Background: an optimization exercise with open tools, aiming at small area. Do not read the settings as production practice. Function was checked by simulation only, so behaviour that the tests miss may differ from the original. No activity file was given, so power comes from the tool's default toggle rates.

**flow/flow/run.sh**
```bash
#!/bin/bash
# Standard layout (the standard.sh) with these changes:
#  - synthesis maps the logic with the ABC script flow/abc_map.script (area-oriented) and
#    leaves adders to ABC instead of extracting full/half adder cells (ADDER_MAP_FILE
#    empty); the Yosys script is otherwise the standard one, so the registers, their
#    names and their cells are unchanged
#  - port buffers use the smallest plain buffer instead of the default pick
#  - clock tree synthesis inserts no dummy loads and clusters up to 16 sinks per buffer
set -euo pipefail
W=$PWD
rm -rf "$W/scripts_abc"
cp -r "$FLOW_HOME/scripts" "$W/scripts_abc"
cp "$W/flow/abc_map.script" "$W/scripts_abc/abc_speed.script"
export BUFFER_PORTS_ARGS="-buffer_cell sky130_fd_sc_hd__buf_1"
export CTS_ARGS="-sink_clustering_enable -repair_clock_nets -dont_use_dummy_load -sink_clustering_size 16 -sink_clustering_max_diameter 80 -buf_list {sky130_fd_sc_hd__clkbuf_8}"
bash standard.sh SCRIPTS_DIR="$W/scripts_abc" ADDER_MAP_FILE= synth > synth_flow.log 2>&1
bash standard.sh finish > standard_flow.log 2>&1
```
**flow/flow/abc_map.script**
```
strash
dc2
dch -f
map -a
mfs2 -a
strash
dc2
dch -f
map -a
mfs2 -a
strash
dch
map -D 6000
topo
stime -c
buffer -c
upsize -c
dnsize -c
```
**flow/standard.sh**
```bash
#!/bin/bash
# synth_recipe.tcl (not shown) runs the flow's synth.tcl, then flattens the netlist and writes it again
# the make line also repeats each setting of config.mk as NAME=value (left out here)
make -C /OpenROAD-flow-scripts/flow DESIGN_CONFIG=/design/flow/config.mk WORK_HOME=/design/flow/orfs CLKGATE_MAP_FILE= SYNTH_SCRIPT=/design/flow/synth_recipe.tcl "${@:-finish}"
```
**flow/config.mk**
```make
export PLATFORM = sky130hd
export DESIGN_NAME = vibrometer_tracker
export DESIGN_NICKNAME = vibrometer_tracker
export VERILOG_FILES = /design/flow/design.v
export SDC_FILE = /design/flow/constraint.sdc
export NUM_CORES = 4
export LEC_CHECK = 0
export CAP_MARGIN = 20
export CORE_MARGIN = 2
export CORE_UTILIZATION = 40
export SLEW_MARGIN = 20
```
**flow/constraint.sdc**
```tcl
create_clock -name core_clock -period 8.0 [get_ports {clk}]
set_input_delay 1.6000 -clock core_clock [delete_from_list [all_inputs] [get_ports {clk}]]
set_output_delay 1.6000 -clock core_clock [all_outputs]
set_load 0.01 [all_outputs]
```
**flow/design.v**
```verilog
`timescale 1ns / 1ps
module axis_extremum_finder
(
    input  wire                             aclk,
    input  wire                             aresetn,
    input  wire [4:0]                       log_count,
    input  wire [2:0]                       shift,
    output logic [15:0]                     lower_threshold,
    output logic [15:0]                     upper_threshold,
    input  wire [15:0]                      signal_a
);
    logic                                   measure;
    logic  [15:0]                           tmp_min, tmp_max;
    logic  [31:0]                           count1;      
    wire                                    last;
    wire   [15:0]                           sum, center, d_min, d_max, new_min, new_max;
    wire   [15:0]                           sh_min, sh_max;
    wire   [31:0]                           inc;
    wire                                    a_lt_min, a_gt_max;
    vt_inc #(.W(32)) u_inc (.a(count1), .s(inc));
    vt_lt  #(.W(16)) u_ltmin (.a(signal_a), .b(tmp_min), .lt(a_lt_min));
    vt_lt  #(.W(16)) u_gtmax (.a(tmp_max), .b(signal_a), .lt(a_gt_max));
    assign last = |(count1 & (32'hFFFFFFFF << log_count));
    vt_add #(.W(16)) u_sum  (.a(tmp_max), .b(tmp_min),  .cin(1'b0), .s(sum));
    assign center = {sum[15], sum[15:1]};
    vt_add #(.W(16)) u_dmax (.a(tmp_max), .b(~center), .cin(1'b1), .s(d_max));
    assign sh_max = $signed(d_max) >>> shift;
    vt_add #(.W(16)) u_nmax (.a(sh_max),  .b(center),  .cin(1'b0), .s(new_max));
    wire   [15:0]                           top;
    wire   [6:0]                            below;
    wire                                    carry, wrap;
    assign top    = ~(16'hFFFF >> shift);
    assign below  = ~(7'h7F << shift);
    assign carry  = sum[0] ? ((d_max[6:0] & below & 7'h7E) == 7'd0) : ((d_max[6:0] & below) == 7'd0);
    assign wrap   = (d_max == 16'h8000) | (sum[0] & (d_max == 16'h8001));
    assign sh_min = ~sh_max | ({16{wrap}} & top);
    vt_add #(.W(16)) u_nmin (.a(sh_min),  .b(center),  .cin(carry), .s(d_min));
    assign new_min = (shift == 3'd0) ? tmp_min : d_min;
    always_ff @(posedge aclk) begin
        if (~aresetn) begin
            lower_threshold <= 16'h7FFF;
            upper_threshold <= 16'h8000;
            measure         <= 1'b0;
        end else begin
            if (measure && last) begin
                lower_threshold <= new_min;
                upper_threshold <= new_max;
            end
            measure         <= ~(measure & last);
        end
    end
    always_ff @(posedge aclk) begin
        if (~measure) begin
            tmp_min         <= 16'h7FFF;
            tmp_max         <= 16'h8000;
            count1          <= 32'd1;
        end else begin
            if (a_lt_min)
                tmp_min     <= signal_a;
            if (a_gt_max)
                tmp_max     <= signal_a;
            count1          <= inc;
        end
    end
endmodule
`timescale 1ns / 1ps
module axis_position_tracker
(
    input  wire                             aclk,
    input  wire                             aresetn,
    input  wire [15:0]                      lower_threshold,
    input  wire [15:0]                      upper_threshold,
    input  wire [4:0]                       log_scale,
    input  wire [15:0]                      signal_a,
    input  wire [15:0]                      signal_b,
    output logic [31:0]                     position
);
    localparam                              idle            = 2'b00,
                                            low             = 2'b01,
                                            high            = 2'b10;
    logic  [1:0]                            state;
    wire   [15:0]                           sum, center;
    wire                                    below, above, forward, step;
    wire   [31:0]                           y, run, flip, from_l;
    vt_add #(.W(16)) u_sum (.a(upper_threshold), .b(lower_threshold), .cin(1'b0), .s(sum));
    assign center  = {sum[15], sum[15:1]};
    assign below   = $signed(signal_a) < $signed(lower_threshold);
    assign above   = $signed(signal_a) > $signed(upper_threshold);
    assign forward = $signed(signal_b) > $signed(center);
    assign step    = (state == high) & below;
    assign from_l  = 32'hFFFFFFFF << log_scale;
    assign y       = (position ^ {32{~forward}}) | ~from_l;
    vt_prefix_and #(.W(32)) u_run (.x(y), .y(run));
    assign flip    = {32{step}} & from_l & run;
    always_ff @(posedge aclk) begin
        if (~aresetn) begin
            position        <= 32'd0;
            state           <= idle;
        end else begin
            position        <= position ^ flip;
            case (state)
                idle:    if (below) state <= low;
                low:     if (above) state <= high;
                high:    if (below) state <= low;
                default: ;
            endcase
        end
    end
endmodule
`timescale 1ns / 1ps
module axis_throttler
(
    input  wire                             aclk,
    input  wire                             aresetn,
    input  wire [4:0]                       log_throttle,
    output logic                            deny,
    output logic                            pass_        
);
    logic [31:0]                            count1;
    wire                                    last;
    wire  [31:0]                            inc;
    vt_inc #(.W(32)) u_inc (.a(count1), .s(inc));
    assign last = |(count1 & (32'hFFFFFFFF << log_throttle));
    always_ff @(posedge aclk) begin
        count1 <= (aresetn & ~last) ? inc : 32'd1;
        deny   <= aresetn & ~last;
        pass_  <= ~aresetn | last;
    end
endmodule
`timescale 1ns / 1ps
module axis_differentiator
(
    input  wire                             aclk,
    input  wire                             aresetn,
    input  wire                             enable,
    input  wire                             load,        
    input  wire                             hold,        
    input  wire [31:0]                      din,
    output wire [31:0]                      dout
);
    logic  [31:0]                           x0, x1, x2, x3, x4, part, result;
    wire   [32:0]                           sum1, sum2;
    wire   [31:0]                           a, b, c, cs_s, cs_c, part_next, result_next;
    vt_add #(.W(33)) u_sum1 (.a({x4[31], x4}), .b(~{x0[31], x0}), .cin(1'b1), .s(sum1));
    vt_add #(.W(33)) u_sum2 (.a({x1[31], x1}), .b(~{x3[31], x3}), .cin(1'b1), .s(sum2));
    assign a      = {{2{sum1[32]}}, sum1[32:3]};
    assign b      = {{3{sum1[32]}}, sum1[32:4]};
    assign c      = ~{{4{sum2[32]}}, sum2[32:5]};
    assign cs_s   = a ^ b ^ c;
    assign cs_c   = (a & b) | (a & c) | (b & c);
    vt_add #(.W(32)) u_part (.a(cs_s), .b({cs_c[30:0], 1'b1}), .cin(1'b0), .s(part_next));
    vt_add #(.W(32)) u_res  (.a(part), .b(sum2[31:0]), .cin(1'b0), .s(result_next));
    assign dout = enable ? result : din;
    always_ff @(posedge aclk) begin
        x0     <= ({32{load}} & din)         | ({32{hold}} & x0);
        x1     <= ({32{load}} & x0)          | ({32{hold}} & x1);
        x2     <= ({32{load}} & x1)          | ({32{hold}} & x2);
        x3     <= ({32{load}} & x2)          | ({32{hold}} & x3);
        x4     <= ({32{load}} & x3)          | ({32{hold}} & x4);
        part   <= ({32{load}} & part_next)   | ({32{hold}} & part);
        result <= ({32{load}} & result_next) | ({32{hold}} & result);
    end
endmodule
`timescale 1ns / 1ps
module vibrometer_tracker
(
    input  wire                             clk,
    input  wire                             aresetn,
    input  wire [4:0]                       log_count_extremum,
    input  wire [2:0]                       shift_extremum,
    input  wire [4:0]                       log_scale,
    input  wire                             filter_enable,
    input  wire [4:0]                       log_throttle,
    input  wire [31:0]                      raw_tdata,
    output wire [15:0]                      lower_threshold,
    output wire [15:0]                      upper_threshold,
    output wire [31:0]                      position_tdata,
    output wire                             filter_tvalid,
    output wire [31:0]                      filter_tdata
);
    wire                                    deny, pass_;
    axis_extremum_finder axis_extremum_finder (
        .aclk               (clk),
        .aresetn            (aresetn),
        .log_count          (log_count_extremum),
        .shift              (shift_extremum),
        .lower_threshold    (lower_threshold),
        .upper_threshold    (upper_threshold),
        .signal_a           (raw_tdata[15:0])
    );
    axis_position_tracker axis_position_tracker (
        .aclk               (clk),
        .aresetn            (aresetn),
        .lower_threshold    (lower_threshold),
        .upper_threshold    (upper_threshold),
        .log_scale          (log_scale),
        .signal_a           (raw_tdata[15:0]),
        .signal_b           (raw_tdata[31:16]),
        .position           (position_tdata)
    );
    axis_throttler axis_throttler (
        .aclk               (clk),
        .aresetn            (aresetn),
        .log_throttle       (log_throttle),
        .deny               (deny),
        .pass_              (pass_)
    );
    assign filter_tvalid = aresetn & ~deny;
    axis_differentiator axis_differentiator (
        .aclk               (clk),
        .aresetn            (aresetn),
        .enable             (filter_enable),
        .load               (aresetn & pass_),
        .hold               (aresetn & deny),
        .din                (position_tdata),
        .dout               (filter_tdata)
    );
endmodule
module vt_add #
(
    parameter integer                       W = 32
)
(
    input  wire [W-1:0]                     a,
    input  wire [W-1:0]                     b,
    input  wire                             cin,
    output wire [W-1:0]                     s
);
    localparam integer                      LG = (W > 32) ? 6 : (W > 16) ? 5 : (W > 8) ? 4 : (W > 4) ? 3 : (W > 2) ? 2 : 1;
    wire   [W-1:0]                          p, g, gin;
    assign p   = a ^ b;
    assign g   = a & b;
    assign gin = {g[W-1:1], g[0] | (p[0] & cin)};
    genvar k, i;
    for (k = 0; k < 2 * LG; k = k + 1) begin : level
        localparam integer D = (k < LG) ? (1 << k) : (1 << (2 * LG - 1 - k));
        wire [W-1:0] gi, pi, go, po;
        if (k == 0) begin : first
            assign gi = gin;
            assign pi = p;
        end else begin : next
            assign gi = level[k-1].go;
            assign pi = level[k-1].po;
        end
        for (i = 0; i < W; i = i + 1) begin : bit_
            if ((k <  LG && i >= 2 * D - 1 && (i - (2 * D - 1)) % (2 * D) == 0) ||
                (k >= LG && i >= 3 * D - 1 && (i - (3 * D - 1)) % (2 * D) == 0)) begin : op
                assign go[i] = gi[i] | (pi[i] & gi[i - D]);
                assign po[i] = pi[i] & pi[i - D];
            end else begin : pass
                assign go[i] = gi[i];
                assign po[i] = pi[i];
            end
        end
    end
    assign s = p ^ {level[2*LG-1].go[W-2:0], cin};
endmodule
module vt_prefix_and #
(
    parameter integer                       W = 32
)
(
    input  wire [W-1:0]                     x,
    output wire [W-1:0]                     y
);
    localparam integer                      LG = (W > 32) ? 6 : (W > 16) ? 5 : (W > 8) ? 4 : (W > 4) ? 3 : (W > 2) ? 2 : 1;
    genvar k, i;
    for (k = 0; k < 2 * LG; k = k + 1) begin : level
        localparam integer D = (k < LG) ? (1 << k) : (1 << (2 * LG - 1 - k));
        wire [W-1:0] qi, qo;
        if (k == 0) begin : first
            assign qi = x;
        end else begin : next
            assign qi = level[k-1].qo;
        end
        for (i = 0; i < W; i = i + 1) begin : bit_
            if ((k <  LG && i >= 2 * D - 1 && (i - (2 * D - 1)) % (2 * D) == 0) ||
                (k >= LG && i >= 3 * D - 1 && (i - (3 * D - 1)) % (2 * D) == 0)) begin : op
                assign qo[i] = qi[i] & qi[i - D];
            end else begin : pass
                assign qo[i] = qi[i];
            end
        end
    end
    assign y = {level[2*LG-1].qo[W-2:0], 1'b1};
endmodule
module vt_inc #
(
    parameter integer                       W = 32
)
(
    input  wire [W-1:0]                     a,
    output wire [W-1:0]                     s
);
    wire   [W-1:0]                          c;
    assign c[0] = 1'b1;
    genvar i;
    for (i = 1; i < W; i = i + 1) begin : carry
        assign c[i] = c[i-1] & a[i-1];
    end
    assign s = a ^ c;
endmodule
module vt_lt #
(
    parameter integer                       W = 16
)
(
    input  wire [W-1:0]                     a,
    input  wire [W-1:0]                     b,
    output wire                             lt
);
    wire   [W:0]                            c;       
    wire   [W-1:0]                          aa, bb;
    assign aa = {~a[W-1], a[W-2:0]};
    assign bb = {~b[W-1], b[W-2:0]};
    assign c[0] = 1'b0;
    genvar i;
    for (i = 0; i < W; i = i + 1) begin : borrow
        assign c[i+1] = (~aa[i] & bb[i]) | (~(aa[i] ^ bb[i]) & c[i]);
    end
    assign lt = c[W];
endmodule
```
==> run notes, run 1 <==
CP Depth -> 56
share of layout cells above drive strength 1 -> 0.0887
clock skew -> 51.2 ps
I/O pin total -> 150
first-pass GRT wire length -> 106 mm
MaxCap Viol Count -> 0
synth cell count leaders -> 684 x nand2_1, 537 x inv_1, 487 x nor2_1
period utilization -> 0.909
endpoints failing setup -> 0
Die Span X -> 248 um
CTS tree -> built
dpl hpwl -> 50.9 mm
GRT overflow -> 0
Worst Hold Depth -> 2
Mapped Area -> 0.0238 sq mm
Synth Instances -> 3564
Final Cell Area -> 0.0258 sq mm
routability congestion estimate -> 0.918
Setup CP Type -> reg -> reg
Worst R2R Setup Slack -> 730 ps
placed cell areas -> 0.0250 sq mm
Clk Latency, worst-skew pair -> 690 ps
CP bufs+invs -> 3
Starting Density -> 0.403
Psw -> 2620 uW
vias in the first global route -> 20400
FF-to-FF path depth -> 56
CP Launch Type -> flop
CP max stage delay -> 400 ps
vias per inst -> 5.14
Synth Flop Type -> dfxtp_1
Worst VDD drop -> 0.000149 V
ranking of synthesized cells by area -> dfxtp_1 33%, nand2_1 11%, inv_1 8.5%
DR DRC count -> 0
post-synthesis sequential area ratio -> 0.328
Reg power frac -> 0.357
routed len/inst -> 15.0 um
clk buf depth -> 3
unrepaired setup endpoints after global routing -> yes
combinational share of power -> 0.474
post-synth top area share -> 0.328
drt total wl -> 66.9 mm
minimum clock period after layout -> 7270 ps
total chip power -> 6020 uW
worst min-delay path category -> reg -> reg
Sink Count -> 389
clock power share -> 0.169
crit path max fanout -> 5
crit path DAT -> 7790 ps
Die Y -> 248 um
fin util -> 0.438
count of different cell masters after synthesis -> 85
count leader, synth -> nand2_1
Power Internal -> 3410 uW
Hold EP -> axis_differentiator.x3[6]
worst reg2reg path endpoint -> axis_extremum_finder.lower_threshold[15]
origin of the critical flop-to-flop path -> axis_extremum_finder.tmp_max[1]
die area -> 0.0614 sq mm
clock slew at reported path FFs -> 120 ps
total track usage -> 0.213
Final ANT Viol Nets -> 0
Critical-path top delay cell -> dfxtp_2
Pre-antenna DRT Iters -> 5
Area Overhead vs Synth -> 8.59%
Synth Warn # -> 4
post-synth top area cell -> dfxtp_1
Sw Share -> 0.435
Syn Area/Cell -> 6.67 sq um
PortBufs -> 149
Starting DRT DRC Count -> 1280
Nets -> 3731
hold-fix buffers at CTS -> 0
largest net degree at the start of global routing -> 81
Num CTS Buffers -> 31
CP delay by family, top -> simple AND/OR/NAND/NOR gates
Req. time, crit path -> 8520 ps
Post-synth EDFFs -> 0
Least-Margin Pin Slew -> 942 ps
Filler Cell Count -> 6309
Fin. Hold Viols -> 0
fmax -> 0.137 GHz
Setup crit end kind -> flop
worst min-delay path startpoint -> axis_differentiator.x2[6]
CTS HTree Levels -> 1
CTS root buffer -> clkbuf_8
Pwr per Cell Area -> 233 mW/mm^2
register bit count reported by yosys -> 389
status -> finished clean
Slew Limit Fails -> 0
Post-Syn Nets -> 3617
cell leakage power -> 0.0107 uW
Slew headroom -> 0.371
initial antenna violation count -> 2
CP dominant cell by count -> nor2_2
Post-synth ARST share -> 0
# rows -> 89
routed vias -> 22900
core footprint -> 0.0589 sq mm
per-layer routing:
metal | track usage | vias up | routed length, um
met5 | 0 | - | 0
met4 | 0.0611 | 0 | 1890
met3 | 0.0310 | 111 | 4150
met2 | 0.336 | 530 | 28700
met1 | 0.301 | 10400 | 32100
li1 | - | 11900 | -
metrics by stage:
stage,TNS [ps],setup WS [ps],hold slack (ps),cells
after detailed placement,0,425,394,4410
after global routing,-413,-115,429,4450
after CTS,0,706,410,4441
final,0,726,407,4452
after floorplan,0,1400,379,3564
after global placement,0,503,393,4410
power by group through the flow:
| stage | logic [uW] | clock network (uW) | registers [uW] |
|---|---|---|---|
| 5_1_grt | 3220 | 1120 | 2160 |
| 2_1_floorplan | 2230 | 0 | 2170 |
| 3_5_place_dp | 2720 | 0 | 2190 |
| 6_report | 2850 | 1020 | 2150 |
| 3_3_place_gp | 2720 | 0 | 2190 |
| 4_1_cts | 2730 | 1070 | 2150 |
area by class of cell:
class / count / area, sq um / area share
Timing Repair Buffer: 180 / 795 / 0.0308
Multi-Input combinational cell: 2514 / 13700 / 0.531
Tap cell: 773 / 967 / 0.0375
Clock buffer: 31 / 427 / 0.0165
Inverter: 562 / 2110 / 0.0818
Sequential cell: 389 / 7790 / 0.302
Antenna cell: 3 / 7.51 / 0.000291
repair_timing:
action | 4_1_cts | 5_1_grt
gates resized for setup | 0 | 60
endpoints found under the setup margin | 0 | 13
setup buffers | 0 | 8
hold endpoints to repair | 0 | 0
cell usage in the layout, fill, tap and decap left out, types with 43 or more instances in the layout:
master	netlist	layout
nand2_1	684	681
inv_1	537	536
nor2_1	487	475
dfxtp_1	389	387
o21ai_0	251	248
o22ai_1	216	215
a21oi_1	193	188
buf_1	6	147
xor2_1	98	82
nand3_1	66	65
nor3_1	51	51
nor2_2	36	48
xnor2_1	49	43
worst register-to-register path, delay by kind of cell, from the launching register on:
kind	cells	cell delay (ps)
XOR/XNOR	3	760
flip-flops	1	400
AND/OR/NAND/NOR	36	4000
multiplexers	1	220
AO/OA/AOI/OAI	13	1500
buffers and inverters	3	230
cells by family after synthesis:
logic type	share of synthesized area
AOI/OAI and AO/OA	0.247
muxes	0.000843
xor gates and xnor gates	0.0597
adders and majority gates	0.000421
and+or+nand+nor	0.254
buffers and inverters	0.110
DFF	0.328
how the worst max path moves through the flow:
stage / slack, ps / start / endpoint
after floorplan: 1400 / raw_tdata[16] / axis_position_tracker.position[31]
after global placement: 500 / raw_tdata[16] / axis_position_tracker.position[31]
after detailed placement: 420 / raw_tdata[16] / axis_position_tracker.position[31]
after CTS: 710 / axis_differentiator.x4[2] / axis_differentiator.part[30]
after global routing: -110 / axis_extremum_finder.tmp_max[1] / axis_extremum_finder.upper_threshold[15]
final: 730 / axis_extremum_finder.tmp_max[1] / axis_extremum_finder.lower_threshold[15]
==> run 2: changes to the inputs <==
==> flow/flow/abc_map.script (replaced) <==
strash
dc2
dch
map -a
mfs2 -a
strash
dc2
dch
map -a
mfs2 -a
strash
dch
map -D 6000
mfs2
strash
dch
map -D 6000
topo
stime -c
buffer -c
upsize -c
dnsize -c
==> run notes, run 2 <==
status -> finished clean
# rows -> 88
Pwr per Cell Area -> 245 mW/mm^2
most frequent cells in the layout -> 688 x nand2_1, 539 x inv_1, 437 x nor2_1, 381 x dfxtp_1, 261 x o21ai_0
Final ANT Viol Nets -> 0
routed vias -> 22900
ranking of synthesized cells by area -> dfxtp_1 34%, nand2_1 12%, inv_1 8.8%
Clk Latency, worst-skew pair -> 710 ps
Hold EP -> axis_extremum_finder.count1[0]
CTS HTree Levels -> 1
CTS tree -> built
Area Overhead vs Synth -> 14.1%
worst reg2reg path endpoint -> axis_differentiator.part[30]
Reg power frac -> 0.335
hold-fix buffers at CTS -> 0
total track usage -> 0.213
origin of the critical flop-to-flop path -> axis_differentiator.x3[0]
cell leakage power -> 0.0109 uW
Mapped Area -> 0.0231 sq mm
routed len/inst -> 14.7 um
Worst Hold Depth -> 1
worst hold slack -> 430 ps
Synth Flop Type -> dfxtp_1
DR DRC count -> 0
Slew headroom -> 0.431
Power Internal -> 3680 uW
Pre-antenna DRT Iters -> 7
routability congestion estimate -> 0.890
post-synthesis sequential area ratio -> 0.337
Slew Limit Fails -> 0
Least-Margin Pin Slew -> 851 ps
endpoints failing setup -> 0
final setup margin -> 382 ps
die area -> 0.0597 sq mm
clock skew -> 69.3 ps
Synth Instances -> 3528
fmax -> 0.131 GHz
Post-synth ARST share -> 0
Worst VDD drop -> 0.000128 V
CP max stage delay -> 340 ps
post-synth top area cell -> dfxtp_1
combinational share of power -> 0.510
most common cell after layout, fill and taps aside -> nand2_1
PortBufs -> 149
Post-Syn Nets -> 3581
share of layout cells above drive strength 1 -> 0.112
dpl hpwl -> 49.0 mm
Filler Cell Count -> 6032
final setup TNS -> 0 ps
GRT overflow -> 0
Setup CP Type -> reg -> reg
CP Launch Type -> flop
Req. time, crit path -> 8530 ps
Fin. Hold Viols -> 0
drt total wl -> 65.9 mm
Psw -> 2770 uW
clock power share -> 0.155
Die Span X -> 244 um
largest net degree at the start of global routing -> 73
Setup crit end kind -> flop
worst min-delay path category -> reg -> reg
clk buf depth -> 3
Sink Count -> 389
crit path DAT -> 8150 ps
clock slew at reported path FFs -> 90 ps
synth cell count leaders -> 719 x nand2_1, 544 x inv_1, 463 x nor2_1
Worst R2R Setup Slack -> 380 ps
CTS root buffer -> clkbuf_8
CP delay by family, top -> compound AO/OA/AOI/OAI gates
period utilization -> 0.952
initial antenna violation count -> 3
Syn Area/Cell -> 6.54 sq um
count leader, synth -> nand2_1
pre-CTS WS -> 128 ps
minimum clock period after layout -> 7620 ps
Starting Density -> 0.402
count of different cell masters after synthesis -> 73
Post-synth EDFFs -> 0
unrepaired setup endpoints after global routing -> yes
CP bufs+invs -> 2
Nets -> 3761
Synth Warn # -> 4
FF-to-FF path depth -> 57
Starting DRT DRC Count -> 1423
core footprint -> 0.0574 sq mm
first-pass GRT wire length -> 105 mm
I/O pin total -> 150
Critical-path top delay cell -> dfxtp_2
Die Y -> 244 um
post-synth top area share -> 0.337
worst min-delay path startpoint -> axis_extremum_finder.count1[0]
MaxCap Viol Count -> 0
register bit count reported by yosys -> 389
vias in the first global route -> 20800
fin util -> 0.459
crit path max fanout -> 3
vias per inst -> 5.11
Num CTS Buffers -> 30
Sw Share -> 0.430
## run 2: cell count changes after synthesis, moves of 8 or more
cell      change
nand2_2       -9
o21ai_1      +15
o21ai_0      +16
a21oi_4      -10
xor2_1       +20
nor2_1       -24
o221ai_1      -8
nor2_2       -23
nand2_1      +35
clkbuf_1     +10
inv_2        -19
nand3_1      -14
a21oi_1       +8
## run 2: final cells by class
type | instances | area (sq um) | area share
multi-input combinational | 2491 | 13800 | 0.523
sequential | 389 | 7800 | 0.296
inverter | 551 | 2070 | 0.0786
timing repair buffer | 245 | 1310 | 0.0498
tap | 765 | 957 | 0.0363
clock buffer | 30 | 413 | 0.0157
antenna | 2 | 5.00 | 0.000190
## run 2: worst max-delay path by stage
stage               slack (ps)  cells past startpoint                 startpoint                                  to
floorplan                  930                     41              raw_tdata[16]  axis_position_tracker.position[31]
global placement           150                     41              raw_tdata[16]  axis_position_tracker.position[31]
detailed placement         130                     41              raw_tdata[16]  axis_position_tracker.position[31]
CTS                        230                     55  axis_differentiator.x4[2]        axis_differentiator.part[30]
global route              -220                     57  axis_differentiator.x3[0]        axis_differentiator.part[30]
finish                     380                     57  axis_differentiator.x3[0]        axis_differentiator.part[30]
## run 2: logic make-up (layout without fill, tap and decap cells)
family / after synthesis / in the layout / share of synthesized area
AOI/OAI and AO/OA: 904 / 904 / 0.235
xor gates and xnor gates: 173 / 173 / 0.0660
adders and majority gates: 8 / 8 / 0.00379
buffers and inverters: 648 / 826 / 0.107
DFF: 389 / 389 / 0.337
muxes: 2 / 2 / 0.000867
other: 0 / 2 / 0
and+or+nand+nor: 1404 / 1404 / 0.250
## run 2: metrics by stage
step / total power (uW) / instance area [sq um] / std cells
finish: 6450 / 26300 / 4473
global route: 6980 / 26300 / 4473
CTS: 5990 / 24800 / 4404
detailed placement: 4980 / 24400 / 4374
global placement: 4960 / 24400 / 4374
floorplan: 4410 / 23100 / 3528
## run 2: routing by layer
layer,vias up,global-route usage,routed length (um)
met2,439,0.357,30200
met1,10400,0.281,30300
met5,-,0,13
met4,2,0.0599,1940
met3,91,0.0349,3460
li1,11900,-,-
## run 2: power by group through the flow
stage	Sequential, uW	Combinational (uW)	Clock, uW
after global routing	2180	3700	1100
after CTS	2160	2800	1040
after floorplan	2180	2230	0
after detailed placement	2200	2780	0
final	2160	3290	1000
after global placement	2200	2760	0
## run 2: repair_timing
item                                   in CTS  in global routing
resized for setup                           0                212
buffers inserted                            0                 67
setup endpoints to repair                   0                 18
endpoints found under the hold margin       0                  0
==> run 3: changes to the inputs <==
==> flow/flow/abc_map.script (replaced) <==
strash
dc2
dch
map -a
mfs2 -a
strash
dc2
dch
map -a
mfs2 -a
strash
dch
map -D 6000
topo
stime -c
upsize -c
dnsize -c
==> run notes, run 3 <==
clock skew -> 42.8 ps
Area Overhead vs Synth -> 10.6%
CTS HTree Levels -> 1
Sink Count -> 389
Die Span X -> 244 um
post-synthesis sequential area ratio -> 0.337
routability congestion estimate -> 0.901
Die Y -> 244 um
simple-gate portion of the synthesized area -> 0.253
Mapped Area -> 0.0231 sq mm
Post-synth ARST share -> 0
Clk Latency, worst-skew pair -> 680 ps
Post-Syn Nets -> 3503
vias per inst -> 5.12
Synth Area in Compound Gates -> 0.245
Setup crit end kind -> flop
Slew Limit Fails -> 0
crit path DAT -> 7880 ps
CP bufs+invs -> 1
post-synth top area share -> 0.337
core footprint -> 0.0574 sq mm
initial antenna violation count -> 2
PortBufs -> 149
Worst VDD drop -> 0.000138 V
unrepaired setup endpoints after global routing -> no
count leader, synth -> nand2_1
MaxCap Viol Count -> 0
largest family of logic cells by synthesized area -> simple AND/OR/NAND/NOR gates
share of layout cells above drive strength 1 -> 0.0875
count of different cell masters after synthesis -> 80
synth cell count leaders -> 694 x nand2_1, 529 x clkinv_1, 443 x nor2_1
Num CTS Buffers -> 31
period utilization -> 0.914
Synth Instances -> 3450
CTS root buffer -> clkbuf_8
Starting DRT DRC Count -> 1233
crit path max fanout -> 4
DR DRC count -> 0
most common cell after layout, fill and taps aside -> nand2_1
Post-synth EDFFs -> 0
Filler Cell Count -> 6093
Nets -> 3713
Pre-antenna DRT Iters -> 5
Post-Synth XOR/XNOR Area -> 0.0684
clk buf depth -> 3
Fin. Hold Viols -> 0
vias in the first global route -> 20400
CTS tree -> built
minimum clock period after layout -> 7310 ps
endpoints failing setup -> 0
GRT overflow -> 0
Setup CP Type -> reg -> reg
Adder-Cell Fraction of Synth Area -> 0.00238
Least-Margin Pin Slew -> 1140 ps
status -> finished clean
hold-fix buffers at CTS -> 0
dpl hpwl -> 50.0 mm
cell leakage power -> 0.00948 uW
Starting Density -> 0.403
post-synth top area cell -> dfxtp_1
routed len/inst -> 14.7 um
total track usage -> 0.213
I/O pin total -> 150
Syn Area/Cell -> 6.70 sq um
mux cell area share after synthesis -> 0.000433
Synth Warn # -> 4
largest net degree at the start of global routing -> 125
clock slew at reported path FFs -> 100 ps
die area -> 0.0597 sq mm
CP dominant cell by count -> nand2_1
first-pass GRT wire length -> 104 mm
Synth Flop Type -> dfxtp_1
CP delay by family, top -> compound AO/OA/AOI/OAI gates
drt total wl -> 65.2 mm
ranking of synthesized cells by area -> dfxtp_1 34%, nand2_1 11%, clkinv_1 8.6%
# rows -> 88
CP max stage delay -> 320 ps
worst hold slack -> 427 ps
Slew headroom -> 0.234
final setup TNS -> 0 ps
most frequent cells in the layout -> 691 x nand2_1, 527 x clkinv_1, 435 x nor2_1, 384 x dfxtp_1, 271 x o21ai_0
register bit count reported by yosys -> 389
Req. time, crit path -> 8570 ps
Critical-path top delay cell -> dfxtp_1
routed vias -> 22600
Final ANT Viol Nets -> 0
fmax -> 0.137 GHz
Pwr per Cell Area -> 243 mW/mm^2
CP Launch Type -> flop
worst min-delay path category -> reg -> reg
## run 3: cell types whose count changed in the layout (fill, tap and decap cells not counted), moves of 13 or more
cell and change:
buf_4 -65, clkinv_1 +524, inv_1 -529, inv_2 +26
nand3_1 +18, o21ai_1 +13
## run 3: worst paths after layout
path                                                      from                        endpoint  cells past startpoint  slack, ps
worst max-delay path                 axis_differentiator.x1[0]  axis_differentiator.result[31]                     57        690
worst min-delay path            axis_extremum_finder.count1[0]  axis_extremum_finder.count1[0]                      1        430
worst max register to register       axis_differentiator.x1[0]  axis_differentiator.result[31]                     57        690
worst min register to register  axis_extremum_finder.count1[0]  axis_extremum_finder.count1[0]                      1        430
## run 3: report_power, final
| part | internal, uW | switching, uW | total (uW) | leakage, uW |
|---|---|---|---|---|
| Clock | 344 | 656 | 999 | 0.000223 |
| Combinational | 1100 | 1960 | 3060 | 0.00610 |
| Sequential | 2060 | 94.3 | 2160 | 0.00316 |
## run 3: layer usage
| metal | vias to the layer above | wire length [um] | share of wire | global-route usage |
|---|---|---|---|---|
| met2 | 454 | 28700 | 0.44 | 0.346 |
| met5 | - | 10 | 0.00015 | 0 |
| met4 | 2 | 1830 | 0.028 | 0.0570 |
| met1 | 10100 | 30900 | 0.47 | 0.289 |
| met3 | 92 | 3800 | 0.058 | 0.0378 |
| li1 | 11900 | - | - | - |
## run 3: logic make-up (layout without fill, tap and decap cells)
kind of cell	after synthesis	after routing
xor gates and xnor gates	169	169
other	0	1
AOI/OAI and AO/OA	922	922
DFF	389	389
buffers and inverters	573	781
muxes	1	1
adders and majority gates	5	5
and+or+nand+nor	1391	1391
## run 3: layout make-up
class | instances | area (sq um) | area share
inverter | 573 | 2160 | 0.0847
tap | 765 | 957 | 0.0374
multi-input combinational | 2488 | 13400 | 0.526
timing repair buffer | 177 | 772 | 0.0302
sequential | 389 | 7790 | 0.305
antenna | 1 | 2.50 | 0.0000979
clock buffer | 31 | 427 | 0.0167
## run 3: per-stage QoR
step	std cells	utilization	instance area, sq um	worst slack, ps	power (uW)
final	4424	0.446	25600	692	6220
after global routing	4424	0.446	25600	0.953	6750
after CTS	4417	0.440	25300	579	6180
after detailed placement	4386	0.433	24800	517	5160
after global placement	4386	0.433	24800	587	5150
after floorplan	3450	-	23100	957	4550
## run 3: timing repair
action / 4_1_cts / 5_1_grt
setup buffers: 0 / 6
setup endpoints to repair: 0 / 11
resized for setup: 0 / 58
==> run 4: changes to the inputs <==
==> flow/flow/abc_map.script (replaced) <==
strash
dc2
dch
map -a
mfs2 -a
strash
dch
map -D 6000
topo
stime -c
buffer -c
upsize -c
dnsize -c
==> run notes, run 4 <==
Worst Hold Depth -> 1
Clk Latency, worst-skew pair -> 640 ps
post-synthesis sequential area ratio -> 0.324
Req. time, crit path -> 8480 ps
Slew headroom -> 0.335
routed len/inst -> 14.9 um
vias in the first global route -> 20900
combinational share of power -> 0.456
worst min-delay path startpoint -> axis_extremum_finder.count1[0]
Pwr per Cell Area -> 230 mW/mm^2
Fin. Hold Viols -> 0
Num CTS Buffers -> 34
Worst R2R Setup Slack -> 770 ps
first-pass GRT wire length -> 108 mm
Final Cell Area -> 0.0257 sq mm
WL met3 -> 3.85 mm
most common cell after layout, fill and taps aside -> nand2_1
final setup TNS -> 0 ps
CTS tree -> built
core footprint -> 0.0592 sq mm
CP Launch Type -> flop
clock slew at reported path FFs -> 110 ps
CP delay by family, top -> compound AO/OA/AOI/OAI gates
Hold EP -> axis_extremum_finder.count1[0]
unrepaired setup endpoints after global routing -> no
dpl hpwl -> 50.0 mm
final setup margin -> 770 ps
Post-synth ARST share -> 0
Final ANT Viol Nets -> 0
Synth Warn # -> 4
Die Span X -> 249 um
crit path max fanout -> 4
Area Overhead vs Synth -> 7.06%
most frequent cells in the layout -> 670 x nand2_1, 561 x inv_1, 470 x nor2_1, 389 x dfxtp_1, 280 x o21ai_0
count of different cell masters after synthesis -> 82
FF-to-FF path depth -> 52
Sink Count -> 389
clock skew -> 82.1 ps
Nets -> 3752
share of layout cells above drive strength 1 -> 0.0871
count leader, synth -> nand2_1
clock power share -> 0.179
post-synth top area share -> 0.324
ranking of synthesized cells by area -> dfxtp_1 32%, nand2_1 10%, inv_1 8.8%
Post-Syn Nets -> 3649
worst min-delay path category -> reg -> reg
cell leakage power -> 0.0107 uW
PortBufs -> 149
Slew Limit Fails -> 0
largest family of logic cells by synthesized area -> simple AND/OR/NAND/NOR gates
status -> finished clean
vias per inst -> 5.06
Psw -> 2520 uW
GRT overflow -> 0
# rows -> 89
Synth Instances -> 3596
CP dominant cell by count -> o21a_4
Setup crit end kind -> flop
largest net degree at the start of global routing -> 80
CTS HTree Levels -> 2
routability congestion estimate -> 0.913
Starting Density -> 0.406
endpoints failing setup -> 0
post-synth top area cell -> dfxtp_1
CP bufs+invs -> 2
Syn Area/Cell -> 6.69 sq um
worst reg2reg path endpoint -> axis_differentiator.part[30]
Power Internal -> 3410 uW
Reg power frac -> 0.365
fin util -> 0.434
origin of the critical flop-to-flop path -> axis_differentiator.x3[2]
fmax -> 0.138 GHz
CTS root buffer -> clkbuf_8
pre-CTS WS -> 500 ps
register bit count reported by yosys -> 389
Sw Share -> 0.425
Post-synth EDFFs -> 0
Worst VDD drop -> 0.000123 V
DR DRC count -> 0
routed vias -> 22600
worst hold slack -> 429 ps
Starting DRT DRC Count -> 1312
placed cell areas -> 0.0252 sq mm
initial antenna violation count -> 2
MaxCap Viol Count -> 0
Critical-path top delay cell -> xnor2_1
simple-gate portion of the synthesized area -> 0.255
minimum clock period after layout -> 7230 ps
hold-fix buffers at CTS -> 0
period utilization -> 0.904
Mapped Area -> 0.0240 sq mm
CP max stage delay -> 430 ps
Setup CP Type -> reg -> reg
clk buf depth -> 3
Pre-antenna DRT Iters -> 5
Adder-Cell Fraction of Synth Area -> 0
total track usage -> 0.211
Post-Synth XOR/XNOR Area -> 0.0646
WL met1 -> 31.9 mm
mux cell area share after synthesis -> 0.000416
I/O pin total -> 150
synth cell count leaders -> 672 x nand2_1, 562 x inv_1, 471 x nor2_1
Least-Margin Pin Slew -> 994 ps
Synth Flop Type -> dfxtp_1
drt total wl -> 66.5 mm
met2 WL post-DR -> 29.1 mm
Synth Area in Compound Gates -> 0.246
Filler Cell Count -> 6331
die area -> 0.0621 sq mm
Die Y -> 249 um
DR top layer -> met5
crit path DAT -> 7710 ps
==> run 4: cell count changes after synthesis, moves of 11 or more <==
cell / previous run / this run
clkinv_1: 529 / 4
o21ai_1: 41 / 23
o21ai_2: 26 / 37
a21oi_2: 13 / 36
inv_1: 10 / 562
inv_2: 32 / 9
nand2_1: 694 / 672
nor2_2: 20 / 40
nor2_1: 443 / 471
a21oi_1: 199 / 184
clkbuf_1: 0 / 81
==> run 4: logic make-up after synthesis <==
group | count (synthesis)
buffers and inverters | 677
and+or+nand+nor | 1434
AOI/OAI and AO/OA | 927
DFF | 389
xor gates and xnor gates | 168
muxes | 1
==> run 4: power by group through the flow <==
stage	clock, uW	sequential [uW]	combinational (uW)
after CTS	1120	2160	2680
after global routing	1180	2180	3070
final	1060	2170	2700
after detailed placement	0	2210	2660
after floorplan	0	2180	2160
after global placement	0	2210	2650
==> run 4: how the worst max path moves through the flow <==
stage,start,endpoint,slack [ps],cells after the start
floorplan,raw_tdata[16],axis_position_tracker.position[31],1650,43
global placement,raw_tdata[17],axis_position_tracker.position[31],570,44
detailed placement,raw_tdata[16],axis_position_tracker.position[31],500,44
CTS,axis_extremum_finder.lower_threshold[0],axis_position_tracker.position[31],670,52
global route,axis_extremum_finder.tmp_max[0],axis_extremum_finder.upper_threshold[15],3,55
finish,axis_differentiator.x3[2],axis_differentiator.part[30],770,52
==> run 4: what timing repair did <==
| item | CTS | global route |
|---|---|---|
| resized for setup | 0 | 10 |
| setup endpoints to repair | 0 | 8 |
| setup buffers | 0 | 2 |
==> run 4: cell type report <==
cell class / instances / area, sq um / share of cell area
multi-input combinational: 2530 / 13600 / 0.530
sequential: 389 / 7790 / 0.303
inverter: 576 / 2160 / 0.0841
tap: 773 / 967 / 0.0376
timing repair buffer: 168 / 708 / 0.0275
clock buffer: 34 / 468 / 0.0182
antenna: 1 / 2.50 / 0.0000972
==> run 4: through the flow <==
stage                     power, uW  cells
after floorplan                4350   3596
after global placement         4850   4434
after detailed placement       4870   4434
after CTS                      5960   4468
after global routing           6430   4471
final                          5930   4471
==> run 4: layer usage <==
| layer | up-vias | GRT usage |
|---|---|---|
| met5 | - | 0 |
| met4 | 2 | 0.0620 |
| met3 | 76 | 0.0429 |
| li1 | 11900 | - |
| met1 | 10200 | 0.285 |
| met2 | 423 | 0.337 |
==> run 5: changes to the inputs <==
==> flow/flow/abc_map.script (replaced) <==
strash
dc2
dch
map -a
mfs2 -a
strash
dc2
dch
map -a
mfs2 -a
strash
dch
map -D 6000
topo
stime -c
buffer -c
upsize -c
dnsize -c
==> run notes, run 5 <==
fin util -> 0.440
endpoints failing setup -> 0
crit path DAT -> 7800 ps
Pwr per Cell Area -> 246 mW/mm^2
FF+latch area -> 0.00779 sq mm
I/O pin total -> 150
crit path to -> axis_differentiator.part[30]
status -> finished clean
worst reg2reg path endpoint -> axis_differentiator.part[30]
Area Overhead vs Synth -> 8.66%
Post-synth ARST share -> 0
vias per inst -> 5.08
Starting Density -> 0.405
post-synth top area share -> 0.333
dpl hpwl -> 50.4 mm
FF-to-FF path depth -> 52
routed len/inst -> 15.0 um
GRT overflow -> 0
CP Launch Type -> flop
Post-Syn Nets -> 3603
hold-fix buffers at CTS -> 0
Slew Limit Fails -> 0
Slew headroom -> 0.322
first-pass GRT wire length -> 105 mm
unrepaired setup endpoints after global routing -> yes
Die Y -> 246 um
Final ANT Viol Nets -> 0
routed vias -> 22500
CTS root buffer -> clkbuf_8
MaxCap Viol Count -> 0
final setup margin -> 724 ps
most frequent cells in the layout -> 692 x nand2_1, 552 x inv_1, 436 x nor2_1, 386 x dfxtp_1, 264 x o21ai_0
Nets -> 3709
crit path launch -> axis_differentiator.x1[0]
Pre-antenna DRT Iters -> 5
crit path max fanout -> 4
Starting DRT DRC Count -> 1374
Critical-path top delay cell -> dfxtp_1
Worst VDD drop -> 0.000154 V
# rows -> 88
Post-synth EDFFs -> 0
count of different cell masters after synthesis -> 78
CTS HTree Levels -> 1
post-synthesis sequential area ratio -> 0.333
Die Span X -> 246 um
CTS tree -> built
Setup CP Type -> reg -> reg
Psw -> 2730 uW
Fin. Hold Viols -> 0
Reg power frac -> 0.344
clock power share -> 0.163
period utilization -> 0.910
CP dominant cell by count -> nand2_1
combinational share of power -> 0.493
drt total wl -> 66.5 mm
total chip power -> 6240 uW
Setup crit end kind -> flop
clock skew -> 61.5 ps
most common cell after layout, fill and taps aside -> nand2_1
synth cell count leaders -> 698 x nand2_1, 552 x inv_1, 448 x nor2_1
CP max stage delay -> 320 ps
largest net degree at the start of global routing -> 90
Synth Instances -> 3550
Mapped Area -> 0.0234 sq mm
PortBufs -> 149
vias in the first global route -> 20200
register bit count reported by yosys -> 389
share of layout cells above drive strength 1 -> 0.0766
post-synth top area cell -> dfxtp_1
origin of the critical flop-to-flop path -> axis_differentiator.x1[0]
ranking of synthesized cells by area -> dfxtp_1 33%, nand2_1 11%, inv_1 8.9%
Filler Cell Count -> 6153
cell leakage power -> 0.0106 uW
Worst R2R Setup Slack -> 720 ps
Power Internal -> 3510 uW
Synth Warn # -> 4
core footprint -> 0.0577 sq mm
clk buf depth -> 3
area occupied by multi-input gates -> 0.0133 sq mm
Req. time, crit path -> 8520 ps
count leader, synth -> nand2_1
minimum clock period after layout -> 7280 ps
initial antenna violation count -> 6
Sw Share -> 0.437
worst min-delay path category -> reg -> reg
clock slew at reported path FFs -> 110 ps
die area -> 0.0604 sq mm
routability congestion estimate -> 0.897
total track usage -> 0.215
fmax -> 0.137 GHz
pre-CTS WS -> 310 ps
Synth Flop Type -> dfxtp_1
DR DRC count -> 0
Clk Latency, worst-skew pair -> 690 ps
final setup TNS -> 0 ps
Sink Count -> 389
Least-Margin Pin Slew -> 1020 ps
Num CTS Buffers -> 31
Syn Area/Cell -> 6.59 sq um
## run 5: cell count changes after synthesis, sizes merged, moves of 9 or more
cell,previous run,this run
o21bai,13,3
xnor2,49,58
nor2,517,467
o21a,29,16
a31oi,5,15
nand2,709,722
## run 5: worst min-delay path by stage
stage / start / end / slack (ps) / cells past startpoint
floorplan: axis_extremum_finder.count1[0] / axis_extremum_finder.count1[0] / 380 / 1
global placement: axis_extremum_finder.count1[0] / axis_extremum_finder.count1[0] / 390 / 1
detailed placement: axis_throttler.count1[0] / axis_throttler.count1[0] / 410 / 1
CTS: axis_throttler.count1[0] / axis_throttler.count1[0] / 440 / 1
global route: axis_extremum_finder.count1[0] / axis_extremum_finder.count1[0] / 460 / 1
finish: axis_throttler.count1[0] / axis_throttler.count1[0] / 430 / 1
## run 5: area by class of cell
type | count | area share
flip-flops and latches | 389 | 0.307
diodes | 2 | 0.000197
clock buffers | 31 | 0.0168
inverters | 573 | 0.0849
repair buffers | 173 | 0.0292
multi-input cells | 2488 | 0.525
well taps | 765 | 0.0377
## run 5: worst max-delay path, delay by kind of cell (launching register included)
kind | cells | cell delay, ps
xor+xnor | 2 | 510
buf+inv | 1 | 80
flops | 1 | 320
simple gates | 24 | 2840
compound gates | 25 | 3310
## run 5: what timing repair did
item | 4_1_cts | 5_1_grt
buffers inserted | 0 | 5
gates resized for setup | 0 | 73
endpoints found under the setup margin | 0 | 17
## run 5: logic make-up after synthesis
logic type	count (synthesis)	share of synthesized area
mux	1	0.000428
simple gates	1391	0.246
xor+xnor	169	0.0652
buf+inv	673	0.111
compound gates	922	0.241
fa+ha+maj	5	0.00230
flops	389	0.333
## run 5: metal layers
metal | GRT usage | vias up | wire (um)
li1 | - | 11800 | -
met1 | 0.289 | 10100 | 31500
met2 | 0.352 | 411 | 29800
met3 | 0.0392 | 98 | 3520
met4 | 0.0540 | 4 | 1650
met5 | 0 | - | 20
## run 5: per-stage QoR
step,hold WS [ps],area (sq um),std cells
floorplan,381,23400,3550
global placement,390,24600,4383
detailed placement,412,24600,4383
CTS,437,25000,4414
global route,455,25400,4421
finish,433,25400,4421
## run 5: power by group through the flow
stage	clock, uW	combinational [uW]	sequential, uW
CTS	1060	2950	2150
global placement	0	2910	2190
global route	1120	3480	2160
finish	1010	3080	2150
floorplan	0	2400	2170
detailed placement	0	2930	2190
==> run 6: changes to the inputs <==
--- a/flow/flow/run.sh
+++ b/flow/flow/run.sh
@@ -6,12 +6,14 @@
 #    names and their cells are unchanged
 #  - port buffers use the smallest plain buffer instead of the default pick
 #  - clock tree synthesis inserts no dummy loads and clusters up to 16 sinks per buffer
+#  - after global routing, repair_timing -recover_power downsizes cells off the critical paths
 set -euo pipefail
 W=$PWD
 rm -rf "$W/scripts_abc"
 cp -r "$FLOW_HOME/scripts" "$W/scripts_abc"
 cp "$W/flow/abc_map.script" "$W/scripts_abc/abc_speed.script"
 export BUFFER_PORTS_ARGS="-buffer_cell sky130_fd_sc_hd__buf_1"
+export RECOVER_POWER=100
 export CTS_ARGS="-sink_clustering_enable -repair_clock_nets -dont_use_dummy_load -sink_clustering_size 16 -sink_clustering_max_diameter 80 -buf_list {sky130_fd_sc_hd__clkbuf_8}"
 bash standard.sh SCRIPTS_DIR="$W/scripts_abc" ADDER_MAP_FILE= synth > synth_flow.log 2>&1
 bash standard.sh finish > standard_flow.log 2>&1
==> flow/flow/abc_map.script (replaced) <==
strash
dc2
dch
map -a
mfs2 -a
strash
dch
map -D 5000
topo
stime -c
buffer -c
upsize -c
dnsize -c
==> run notes, run 6 <==
status -> finished with violations
violated checks -> capacitance limit, slew limit
Post-Syn Nets -> 3850
Post-CTS Repair Setup Buffers -> 0
CP dominant cell by count -> nand2_1
Pre-antenna DRT Iters -> 5
Synth Instances -> 3797
fin util -> 0.430
count leader, synth -> nand2_1
combinational share of power -> 0.459
Power Internal -> 3360 uW
count of different cell masters after synthesis -> 88
Post-Place Cells -> 4696
# rows -> 91
Slew headroom -> -0.818
Mapped Area -> 0.0249 sq mm
clk buf depth -> 3
CTS tree -> built
worst hold slack -> 424 ps
Slew Limit Fails -> 209
post-synthesis sequential area ratio -> 0.313
Die Span X -> 253 um
crit path DAT -> 7510 ps
Least-Margin Pin Slew -> 2730 ps
Setup crit end kind -> flop
crit path max fanout -> 6
routed len/inst -> 14.9 um
DR DRC count -> 0
endpoints failing setup -> 0
Post-CTS Resized -> 0
clock skew -> 78.9 ps
Pwr per Cell Area -> 222 mW/mm^2
die area -> 0.0642 sq mm
Final Cell Area -> 0.0265 sq mm
register bit count reported by yosys -> 389
ranking of synthesized cells by area -> dfxtp_1 31%, nand2_1 11%, inv_1 8.8%
final setup TNS -> 0 ps
Area Overhead vs Synth -> 6.43%
placed cell areas -> 0.0261 sq mm
Nets -> 3945
Synth Flop Type -> dfxtp_1
synth cell count leaders -> 716 x nand2_1, 580 x inv_1, 498 x nor2_1
share of layout cells above drive strength 1 -> 0.0702
Clk Latency, worst-skew pair -> 710 ps
Sw Share -> 0.429
worst min-delay path category -> reg -> reg
CTS HTree Levels -> 1
PortBufs -> 149
dpl hpwl -> 55.0 mm
initial antenna violation count -> 9
total track usage -> 0.216
Fin. Hold Viols -> 0
Non-Filler Instances -> 4730
most frequent cells in the layout -> 716 x nand2_1, 581 x inv_1, 500 x nor2_1, 389 x dfxtp_1, 280 x o21ai_0
hold-fix buffers at CTS -> 0
post-synth top area cell -> dfxtp_1
core footprint -> 0.0616 sq mm
Starting DRT DRC Count -> 1334
clock slew at reported path FFs -> 100 ps
Post-synth EDFFs -> 0
vias per inst -> 5.10
GRT overflow -> 0
largest net degree at the start of global routing -> 78
Worst VDD drop -> 0.000161 V
vias in the first global route -> 21900
routability congestion estimate -> 0.926
Syn Area/Cell -> 6.55 sq um
cell leakage power -> 0.0111 uW
routed vias -> 24100
drt total wl -> 70.7 mm
Final ANT Viol Nets -> 0
Synth Warn # -> 4
post-synth top area share -> 0.313
Reg power frac -> 0.368
first-pass GRT wire length -> 112 mm
Num CTS Buffers -> 31
clock power share -> 0.172
MaxCap Viol Count -> 4
Post-synth ARST share -> 0
fmax -> 0.143 GHz
Starting Density -> 0.404
CP Launch Type -> flop
unrepaired setup endpoints after global routing -> no
CTS root buffer -> clkbuf_8
Critical-path top delay cell -> dfxtp_1
CP max stage delay -> 460 ps
Req. time, crit path -> 8510 ps
minimum clock period after layout -> 7000 ps
I/O pin total -> 150
Sink Count -> 389
Die Y -> 253 um
Setup CP Type -> reg -> reg
most common cell after layout, fill and taps aside -> nand2_1
period utilization -> 0.875
Psw -> 2520 uW
==> run 6: routing by layer <==
layer / GRT usage / wire length, um / vias up
li1: - / - / 12800
met1: 0.294 / 33900 / 10800
met2: 0.342 / 30300 / 413
met3: 0.0485 / 4520 / 95
met4: 0.0558 / 1900 / 10
met5: 0 / 65 / -
==> run 6: final timing paths <==
kind / startpoint / to / slack [ps] / cells past startpoint
max: axis_extremum_finder.tmp_max[0] / axis_extremum_finder.lower_threshold[13] / 1000 / 41
min: axis_extremum_finder.count1[0] / axis_extremum_finder.count1[0] / 420 / 1
max reg2reg: axis_extremum_finder.tmp_max[0] / axis_extremum_finder.lower_threshold[13] / 1000 / 41
min reg2reg: axis_extremum_finder.count1[0] / axis_extremum_finder.count1[0] / 420 / 1
==> run 6: stage by stage <==
step	power (uW)	setup WS, ps
after floorplan	4420	2380
after global placement	4900	1390
after detailed placement	4910	1310
after CTS	5940	1330
after global routing	6360	249
final	5870	999
==> run 6: layout make-up <==
cell class / instances / area (sq um)
flip-flops and latches: 389 / 7790
clock buffers: 31 / 427
well taps: 837 / 1050
fillers: 6682 / 35100
repair buffers: 164 / 641
diodes: 3 / 7.51
inverters: 605 / 2270
multi-input cells: 2701 / 14300
==> run 6: worst max-delay path, delay by kind of cell, from the launching register on <==
family                 cells  cell delay [ps]
AND/OR/NAND/NOR           14             1680
flip-flops                 1              460
XOR/XNOR                   4              960
AO/OA/AOI/OAI             21             3500
buffers and inverters      2              200
==> run 6: power groups by stage <==
stage | sequential (uW) | clock, uW | combinational, uW
after floorplan | 2180 | 0 | 2230
after global placement | 2210 | 0 | 2690
after detailed placement | 2210 | 0 | 2700
after CTS | 2160 | 1060 | 2710
after global routing | 2180 | 1120 | 3060
final | 2160 | 1010 | 2700
==> run 6: cells by family (layout without fill, tap and decap cells) <==
logic type	Yosys count	after routing	synth area share
simple gates	1600	1600	0.280
compound gates	1002	1002	0.259
buf+inv	707	800	0.110
flops	389	389	0.313
xor+xnor	98	98	0.0363
mux	1	1	0.000402
other cells	0	3	0
==> run 7: changes to the inputs <==
==> flow/flow/abc_map.script (replaced) <==
strash
dc2
dch
map -a
mfs2 -a
strash
dch
map -D 6000
topo
stime -c
buffer -c
upsize -c
dnsize -c
==> run notes, run 7 <==
routed len/inst -> 14.9 um
Post-synth ARST share -> 0
Mapped Area -> 0.0240 sq mm
Nets -> 3752
clk buf depth -> 3
worst hold slack -> 429 ps
initial antenna violation count -> 2
largest net degree at the start of global routing -> 80
Pre-antenna DRT Iters -> 5
CTS tree -> built
CTS HTree Levels -> 2
Final ANT Viol Nets -> 0
fmax -> 0.138 GHz
cell leakage power -> 0.0106 uW
Clk Latency, worst-skew pair -> 640 ps
pre-CTS WS -> 500 ps
post-synth top area cell -> dfxtp_1
# rows -> 89
count leader, synth -> nand2_1
core footprint -> 0.0592 sq mm
CP max stage delay -> 360 ps
Post-synth EDFFs -> 0
Synth Flop Type -> dfxtp_1
routed vias -> 22700
hold-fix buffers at CTS -> 0
Syn Area/Cell -> 6.69 sq um
GRT overflow -> 0
Setup CP Type -> reg -> reg
register bit count reported by yosys -> 389
ranking of synthesized cells by area -> dfxtp_1 32%, nand2_1 10%, inv_1 8.8%
count of different cell masters after synthesis -> 82
share of layout cells above drive strength 1 -> 0.0844
Worst VDD drop -> 0.000123 V
vias per inst -> 5.08
MaxCap Viol Count -> 5
violated checks -> capacitance limit, slew limit
routability congestion estimate -> 0.913
Sink Count -> 389
clock slew at reported path FFs -> 100 ps
crit path DAT -> 7710 ps
Die Y -> 249 um
Pwr per Cell Area -> 231 mW/mm^2
PortBufs -> 149
final setup margin -> 766 ps
Synth Warn # -> 4
CTS root buffer -> clkbuf_8
Post-Syn Nets -> 3649
Post-Place Cells -> 4434
Num CTS Buffers -> 34
Critical-path top delay cell -> xnor2_2
Filler Cell Count -> 6340
Starting Density -> 0.406
Least-Margin Pin Slew -> 2800 ps
worst min-delay path category -> reg -> reg
CP Launch Type -> flop
most frequent cells in the layout -> 671 x nand2_1, 561 x inv_1, 470 x nor2_1, 389 x dfxtp_1, 285 x o21ai_0
Req. time, crit path -> 8480 ps
die area -> 0.0621 sq mm
vias in the first global route -> 20900
Starting DRT DRC Count -> 1280
synth cell count leaders -> 672 x nand2_1, 562 x inv_1, 471 x nor2_1
Slew headroom -> -0.869
dpl hpwl -> 50.0 mm
I/O pin total -> 150
endpoints failing setup -> 0
status -> finished with violations
total track usage -> 0.211
clock skew -> 82.6 ps
post-synthesis sequential area ratio -> 0.324
Area Overhead vs Synth -> 6.90%
Synth Instances -> 3596
final setup TNS -> 0 ps
drt total wl -> 66.5 mm
Die Span X -> 249 um
most common cell after layout, fill and taps aside -> nand2_1
crit path max fanout -> 4
minimum clock period after layout -> 7230 ps
Non-Filler Instances -> 4471
Setup crit end kind -> flop
post-synth top area share -> 0.324
period utilization -> 0.904
first-pass GRT wire length -> 108 mm
unrepaired setup endpoints after global routing -> no
Slew Limit Fails -> 281
DR DRC count -> 0
Fin. Hold Viols -> 0
## run 7: cell types whose count changed after synthesis, sizes merged, moves of 22 or more
cell and delta:
nand3 -88, o22ai -22, xnor2 +23, xor2 +47, a21oi -28, nand2 -39, inv -31
## run 7: final timing paths
path | from | end | slack (ps) | cells after the start
min reg2reg | axis_extremum_finder.count1[0] | axis_extremum_finder.count1[0] | 430 | 1
max reg2reg | axis_differentiator.x1[0] | axis_differentiator.part[30] | 770 | 52
max | axis_differentiator.x1[0] | axis_differentiator.part[30] | 770 | 52
min | axis_extremum_finder.count1[0] | axis_extremum_finder.count1[0] | 430 | 1
## run 7: worst max-delay path: cells and delay by family (launching register included)
kind            cells  cell delay [ps]
flops               1              320
xor+xnor            3              800
simple gates       20             2090
compound gates     28             3780
buf+inv             1               80
## run 7: cells by family after synthesis
group,share of synthesized area
flip-flops,0.324
XOR/XNOR,0.0646
AND/OR/NAND/NOR,0.255
AO/OA/AOI/OAI,0.246
buffers and inverters,0.111
multiplexers,0.000416
## run 7: area by class of cell
type | count | area (sq um) | area share
inverters | 576 | 2160 | 0.0842
well taps | 773 | 967 | 0.0376
multi-input cells | 2530 | 13600 | 0.530
repair buffers | 168 | 679 | 0.0264
diodes | 1 | 2.50 | 0.0000974
clock buffers | 34 | 468 | 0.0182
flip-flops and latches | 389 | 7790 | 0.303
## run 7: power by group
group	leakage (uW)	switching [uW]	total [uW]	internal, uW
Combinational	0.00724	1740	2700	953
Clock	0.000244	682	1070	383
Sequential	0.00316	97.3	2170	2070
Total	0.0106	2520	5930	3400
## run 7: per-stage QoR
stage	instance area (sq um)	power (uW)	utilization
2_1_floorplan	24000	4350	-
3_3_place_gp	25200	4850	0.426
3_5_place_dp	25200	4870	0.426
4_1_cts	25700	5960	0.434
5_1_grt	25700	6430	0.434
6_report	25700	5930	0.434
## run 7: per-layer routing
metal | vias up | track usage | part of all wire
met2 | 477 | 0.337 | 0.44
met1 | 10200 | 0.285 | 0.48
met4 | 2 | 0.0620 | 0.024
met3 | 83 | 0.0429 | 0.061
met5 | - | 0 | 0.00024
li1 | 11900 | - | -
## run 7: repair_timing
| item | in CTS | in global routing |
|---|---|---|
| setup buffers | 0 | 2 |
| setup endpoints to repair | 0 | 8 |
| resized for setup | 0 | 10 |
==> run 8: changes to the inputs <==
--- a/flow/flow/run.sh
+++ b/flow/flow/run.sh
@@ -6,14 +6,12 @@
 #    names and their cells are unchanged
 #  - port buffers use the smallest plain buffer instead of the default pick
 #  - clock tree synthesis inserts no dummy loads and clusters up to 16 sinks per buffer
-#  - after global routing, repair_timing -recover_power downsizes cells off the critical paths
 set -euo pipefail
 W=$PWD
 rm -rf "$W/scripts_abc"
 cp -r "$FLOW_HOME/scripts" "$W/scripts_abc"
 cp "$W/flow/abc_map.script" "$W/scripts_abc/abc_speed.script"
 export BUFFER_PORTS_ARGS="-buffer_cell sky130_fd_sc_hd__buf_1"
-export RECOVER_POWER=100
 export CTS_ARGS="-sink_clustering_enable -repair_clock_nets -dont_use_dummy_load -sink_clustering_size 16 -sink_clustering_max_diameter 80 -buf_list {sky130_fd_sc_hd__clkbuf_8}"
 bash standard.sh SCRIPTS_DIR="$W/scripts_abc" ADDER_MAP_FILE= synth > synth_flow.log 2>&1
 bash standard.sh finish > standard_flow.log 2>&1
==> flow/flow/abc_map.script (replaced) <==
strash
dc2
dch -f
map -a
mfs2 -a
strash
dc2
dch -f
map -a
mfs2 -a
strash
dch
map -D 6000
topo
stime -c
buffer -c
upsize -c
dnsize -c
--- a/flow/config.mk
+++ b/flow/config.mk
@@ -7,5 +7,5 @@
 export LEC_CHECK = 0
 export CAP_MARGIN = 20
 export CORE_MARGIN = 2
-export CORE_UTILIZATION = 40
+export CORE_UTILIZATION = 60
 export SLEW_MARGIN = 20
==> run notes, run 8 <==
combinational share of power -> 0.476
Sink Count -> 389
most common cell after layout, fill and taps aside -> nand2_1
total track usage -> 0.306
worst min-delay path startpoint -> axis_extremum_finder.count1[0]
CP dominant cell by count -> a21oi_4
Req. time, crit path -> 8600 ps
crit path max fanout -> 4
vias per inst -> 5.59
Num CTS Buffers -> 29
Post-synth ARST share -> 0
Post-synth EDFFs -> 0
dpl hpwl -> 48.7 mm
routed len/inst -> 15.4 um
Die Span X -> 203 um
ranking of synthesized cells by area -> dfxtp_1 33%, nand2_1 11%, inv_1 8.5%
Reg power frac -> 0.362
CP max stage delay -> 390 ps
CTS tree -> built
Non-Filler Instances -> 4196
Area Overhead vs Synth -> 6.47%
CTS HTree Levels -> 1
fmax -> 0.136 GHz
Mapped Area -> 0.0238 sq mm
Setup CP Type -> reg -> reg
Final Cell Area -> 0.0253 sq mm
count of different cell masters after synthesis -> 85
Final ANT Viol Nets -> 0
DR DRC count -> 0
Hold EP -> axis_extremum_finder.count1[0]
MaxCap Viol Count -> 0
placed cell areas -> 0.0246 sq mm
Starting DRT DRC Count -> 1697
die area -> 0.0412 sq mm
crit path DAT -> 7940 ps
Die Y -> 203 um
synth cell count leaders -> 684 x nand2_1, 537 x inv_1, 487 x nor2_1
Synth Flop Type -> dfxtp_1
fin util -> 0.652
Pwr per Cell Area -> 235 mW/mm^2
first-pass GRT wire length -> 105 mm
CP bufs+invs -> 1
vias in the first global route -> 22000
core footprint -> 0.0388 sq mm
Setup crit end kind -> flop
Slew headroom -> 0.384
Fin. Hold Viols -> 0
routed vias -> 23400
Psw -> 2570 uW
post-synthesis sequential area ratio -> 0.328
# rows -> 72
clock skew -> 60.3 ps
Pre-antenna DRT Iters -> 6
share of layout cells above drive strength 1 -> 0.0827
drt total wl -> 64.5 mm
clock slew at reported path FFs -> 110 ps
origin of the critical flop-to-flop path -> axis_differentiator.x3[0]
CP delay by family, top -> compound AO/OA/AOI/OAI gates
Worst Hold Depth -> 1
most frequent cells in the layout -> 682 x nand2_1, 537 x inv_1, 481 x nor2_1, 384 x dfxtp_1, 249 x o21ai_0
count leader, synth -> nand2_1
register bit count reported by yosys -> 389
final setup margin -> 661 ps
clk buf depth -> 3
post-synth top area share -> 0.328
minimum clock period after layout -> 7340 ps
worst reg2reg path endpoint -> axis_differentiator.part[29]
Post-Place Cells -> 4152
Starting Density -> 0.612
Clk Latency, worst-skew pair -> 670 ps
Sw Share -> 0.433
GRT overflow -> 0
status -> finished clean
Worst R2R Setup Slack -> 660 ps
Synth Instances -> 3564
worst min-delay path category -> reg -> reg
Filler Cell Count -> 3624
Syn Area/Cell -> 6.67 sq um
Post-Syn Nets -> 3617
clock power share -> 0.162
CTS root buffer -> clkbuf_8
routability congestion estimate -> 0.919
period utilization -> 0.917
unrepaired setup endpoints after global routing -> yes
endpoints failing setup -> 0
Synth Warn # -> 4
Critical-path top delay cell -> xor2_1
FF-to-FF path depth -> 49
Slew Limit Fails -> 0
post-synth top area cell -> dfxtp_1
Worst VDD drop -> 0.000171 V
initial antenna violation count -> 3
CP Launch Type -> flop
pre-CTS WS -> 234 ps
Least-Margin Pin Slew -> 923 ps
n_diodes -> 0
largest net degree at the start of global routing -> 66
Nets -> 3733
Power Internal -> 3370 uW
cell leakage power -> 0.0107 uW
I/O pin total -> 150
PortBufs -> 149
## run 8: area by class of cell
class	instances	area [sq um]	area share
clock buffers	29	399	0.0158
inverters	562	2110	0.0834
multi-input cells	2514	13500	0.535
flip-flops and latches	389	7790	0.308
well taps	518	648	0.0256
repair buffers	184	825	0.0326
## run 8: cells by family after synthesis
logic type / synth area share
xor gates and xnor gates: 0.0597
and+or+nand+nor: 0.254
AOI/OAI and AO/OA: 0.247
muxes: 0.000843
buffers and inverters: 0.110
adders and majority gates: 0.000421
DFF: 0.328
## run 8: timing repair
item,in CTS,in global routing
hold buffers,0,0
setup endpoints to repair,0,16
setup buffers,0,15
resized for setup,0,32
## run 8: through the flow
step / power, uW / setup TNS, ps / hold WS, ps
6_report: 5950 / 0 / 425
5_1_grt: 6400 / -164 / 443
4_1_cts: 5870 / 0 / 426
3_5_place_dp: 4900 / 0 / 402
3_3_place_gp: 4840 / 0 / 390
2_1_floorplan: 4400 / 0 / 379
## run 8: how the worst max path moves through the flow
stage | depth (start not counted) | end | slack [ps] | startpoint
finish | 49 | axis_differentiator.part[29] | 660 | axis_differentiator.x3[0]
global route | 60 | axis_differentiator.result[31] | -80 | axis_differentiator.x3[1]
global placement | 48 | axis_position_tracker.position[31] | 440 | raw_tdata[16]
floorplan | 49 | axis_position_tracker.position[31] | 1400 | raw_tdata[16]
detailed placement | 48 | axis_position_tracker.position[31] | 230 | raw_tdata[16]
CTS | 52 | axis_position_tracker.position[31] | 530 | axis_extremum_finder.lower_threshold[1]
## run 8: per-layer routing
| layer | up-vias | global-route usage | share of wire | wire, um |
|---|---|---|---|---|
| met5 | - | 0 | 0.00053 | 34 |
| met4 | 6 | 0.112 | 0.037 | 2400 |
| met3 | 135 | 0.0469 | 0.070 | 4500 |
| met2 | 688 | 0.534 | 0.47 | 30000 |
| met1 | 10700 | 0.382 | 0.43 | 27500 |
| li1 | 11900 | - | - | - |
## run 8: power by group through the flow
stage	clock [uW]	combinational, uW	sequential, uW
after floorplan	0	2230	2170
final	965	2830	2150
after detailed placement	0	2710	2190
after global routing	1050	3180	2160
after CTS	994	2730	2150
after global placement	0	2650	2190
## run 8: worst reg2reg max path: cells and delay by family (launching register included)
family | cells | cell delay [ps]
AND/OR/NAND/NOR | 16 | 1710
buffers and inverters | 1 | 60
flip-flops | 1 | 380
AO/OA/AOI/OAI | 29 | 4180
XOR/XNOR | 3 | 960

static timing again, ports no longer ideal:
No port has a modelled driver above. Below, the same layouts with a new extraction and two added sets of constraints. Step 1 sets driving cells, clkbuf_16 on the clock port and buf_2 on the other inputs (assumed; they add their load-dependent delay and slew). Step 2 moves the port delays by t, midway between the first and last clock arrival at a register: inputs arrive t later, outputs are due t later. That takes back most of the time a late clock gives input paths. Three values: ideal ports, drivers, drivers and shift; two values: the first two.
run	t, ns	setup WS [ns]	pins driven straight from the clock port
run 1	0.720	0.726 / 0.726 / 0.550	1
run 2	0.730	0.382 / 0.382 / 0.112	1
run 3	0.710	0.692 / 0.692 / 0.469	1
run 4	0.646	0.770 / 0.770 / 0.459	1
run 5	0.720	0.724 / 0.724 / 0.448	1
run 6	0.730	0.999 / 0.999 / 0.553	1
run 7	0.647	0.766 / 0.766 / 0.463	1
run 8	0.691	0.661 / 0.661 / 0.354	1
For run 6, which loses most, drivers alone change the setup slack by 0.000 ns; drivers and shift together by -0.446 ns.
